Background: an optimization exercise with open tools, aiming at small area and a short achievable clock period. Do not read the settings as production practice. Only simulation tests tie the RTL to the original design; equivalence was not proved.

==> yarrow: inputs <==
## ntt4point
module ntt4point(
    input clk, rst,
    input [15:0] in0, in1, in2, in3,
    output [15:0] out0, out1, out2, out3
);
export LEC_CHECK = 0
export CAP_MARGIN = 20
export CORE_MARGIN = 2
export CORE_UTILIZATION = 40
export SLEW_MARGIN = 20
export SYNTH_ARGS = -noabc
export SYNTH_KEEP_MODULES = ntt_fa
export BUFFER_PORTS_ARGS = -buffer_cell sky130_fd_sc_hd__buf_1
export CTS_BUF_LIST = sky130_fd_sc_hd__clkbuf_8
export SETUP_SLACK_MARGIN = 39.0
create_clock -name core_clock -period 60.0 [get_ports {clk}]
standard.sh (not shown) runs the stock make flow with config.mk's settings and CLKGATE_MAP_FILE= SYNTH_SCRIPT=/design/flow/synth_recipe.tcl, a recipe that flattens the netlist after the stock synthesis.
==> flow/flow/run.sh <==
#!/bin/bash
set -euo pipefail
cd "$(dirname "$0")/.."
cat >> config.mk <<'EOC'
export SYNTH_ARGS = -noabc
export SYNTH_KEEP_MODULES = ntt_fa
export DONT_USE_CELLS += sky130_fd_sc_hd__ha_1
export BUFFER_PORTS_ARGS = -buffer_cell sky130_fd_sc_hd__buf_1
export CTS_BUF_LIST = sky130_fd_sc_hd__clkbuf_8
export SETUP_SLACK_MARGIN = 39.0
EOC
bash standard.sh > standard_flow.log 2>&1
==> onyx (differences from yarrow) <==
==> flow/flow/run.sh (replaced) <==
#!/bin/bash
set -euo pipefail
cd "$(dirname "$0")/.."
cat >> config.mk <<'EOC'
export SYNTH_ARGS = -noabc
export SYNTH_KEEP_MODULES = ntt_fa
export BUFFER_PORTS_ARGS = -buffer_cell sky130_fd_sc_hd__buf_1
export DONT_USE_CELLS += sky130_fd_sc_hd__ha_1
export SETUP_SLACK_MARGIN = 39.8
EOC
bash standard.sh > standard_flow.log 2>&1
--- a/flow/config.mk
+++ b/flow/config.mk
@@ -11,7 +11,6 @@
 export SLEW_MARGIN = 20
 export SYNTH_ARGS = -noabc
 export SYNTH_KEEP_MODULES = ntt_fa
+export BUFFER_PORTS_ARGS = -buffer_cell sky130_fd_sc_hd__buf_1
 export DONT_USE_CELLS += sky130_fd_sc_hd__ha_1
-export BUFFER_PORTS_ARGS = -buffer_cell sky130_fd_sc_hd__buf_1
-export CTS_BUF_LIST = sky130_fd_sc_hd__clkbuf_8
-export SETUP_SLACK_MARGIN = 39.0
+export SETUP_SLACK_MARGIN = 39.8
==> quartz (differences from yarrow) <==
==> flow/flow/run.sh (replaced) <==
#!/bin/bash
set -euo pipefail
cd "$(dirname "$0")/.."
cat >> config.mk <<'EOC'
export SYNTH_ARGS = -noabc
export SYNTH_KEEP_MODULES = ntt_fa
export BUFFER_PORTS_ARGS = -buffer_cell sky130_fd_sc_hd__buf_1
export SETUP_SLACK_MARGIN = 39
EOC
bash standard.sh > standard_flow.log 2>&1
--- a/flow/config.mk
+++ b/flow/config.mk
@@ -11,7 +11,5 @@
 export SLEW_MARGIN = 20
 export SYNTH_ARGS = -noabc
 export SYNTH_KEEP_MODULES = ntt_fa
-export DONT_USE_CELLS += sky130_fd_sc_hd__ha_1
 export BUFFER_PORTS_ARGS = -buffer_cell sky130_fd_sc_hd__buf_1
-export CTS_BUF_LIST = sky130_fd_sc_hd__clkbuf_8
-export SETUP_SLACK_MARGIN = 39.0
+export SETUP_SLACK_MARGIN = 39
==> summary.txt <==
item                                                                 onyx                   quartz                   yarrow
Outcome                                           complete, no violations  complete, no violations  complete, no violations
Final non-filler cell area                                      13100 µm²                12900 µm²                12700 µm²
Xor and xnor fraction of the mapped netlist area                    5.63%                    2.79%                    5.63%
Area occupied by multi-input gates                              10300 µm²                10000 µm²                10100 µm²
Highest Clock Rate                                               50.2 MHz                 48.5 MHz                 48.7 MHz
Mux contribution to synthesized area                                1.42%                   0.735%                    1.42%
Global-route usage over all layers                                  19.5%                    18.2%                    19.4%
Post-CTS setup repair buffer count                                      8                        0                        0
Die outline width                                                  175 µm                   177 µm                   175 µm
Number of tap instances                                               384                      390                      384
Clock Pin Slew Worst Setup and Hold Paths                           60 ps                    60 ps                    90 ps
CP Max Fanout                                                           5                       17                       10
Minimum clock period after layout                                19920 ps                 20620 ps                 20550 ps
Routed vias                                                          7889                     7447                     7765
Worst Path Buf+Inv                                                      4                        2                        3
Total Wirelength                                                  28.2 mm                  26.4 mm                  27.7 mm
Standard-cell row count                                                62                       63                       62
Critical Path Slowest Stage Cell                    sky130_fd_sc_hd__fa_2  sky130_fd_sc_hd__or4b_1    sky130_fd_sc_hd__fa_1
Compound-gate portion of the synthesized area                       9.18%                    6.85%                    9.18%
Area growth from synthesis to final layout                          11.5%                    8.32%                    7.91%
Floorplan die height                                               175 µm                   177 µm                   175 µm
Capture point of the worst path                                     r2[7]                    r3[7]                    r0[8]
Signal arrival time at the worst endpoint                        20120 ps                 20800 ps                 20800 ps

## what the ideal ports hide
Ports are ideal in the flow. The routed layouts listed here were re-timed in OpenROAD.
Step 1 (the two cells are an assumption about what drives the block):
set clk [get_ports {clk}]
set_driving_cell -lib_cell sky130_fd_sc_hd__clkbuf_16 $clk
set_driving_cell -lib_cell sky130_fd_sc_hd__buf_2 [delete_from_list [all_inputs] $clk]
Step 2 moves the port delays by t, midway between the first and last clock arrival at a register: inputs arrive t later, outputs are due t later. That takes back most of the time a late clock gives input paths.
a / b / c = ideal / step 1 / step 2; a / b = the first two.
run | t, ns | setup WS [ns] | worst setup path after step 2 | pins driven straight from the clock port
yarrow | 0.366 | 39.449 / 39.469 / 39.102 | input to register | 1
onyx | 0.347 | 40.077 / 40.095 / 39.748 | input to register | 1
quartz | 0.330 | 39.377 / 39.397 / 39.067 | input to register | 1
After both steps every run listed still meets setup and hold. For yarrow, which loses most, drivers alone change the setup slack by +0.020 ns; drivers and shift together by -0.347 ns.
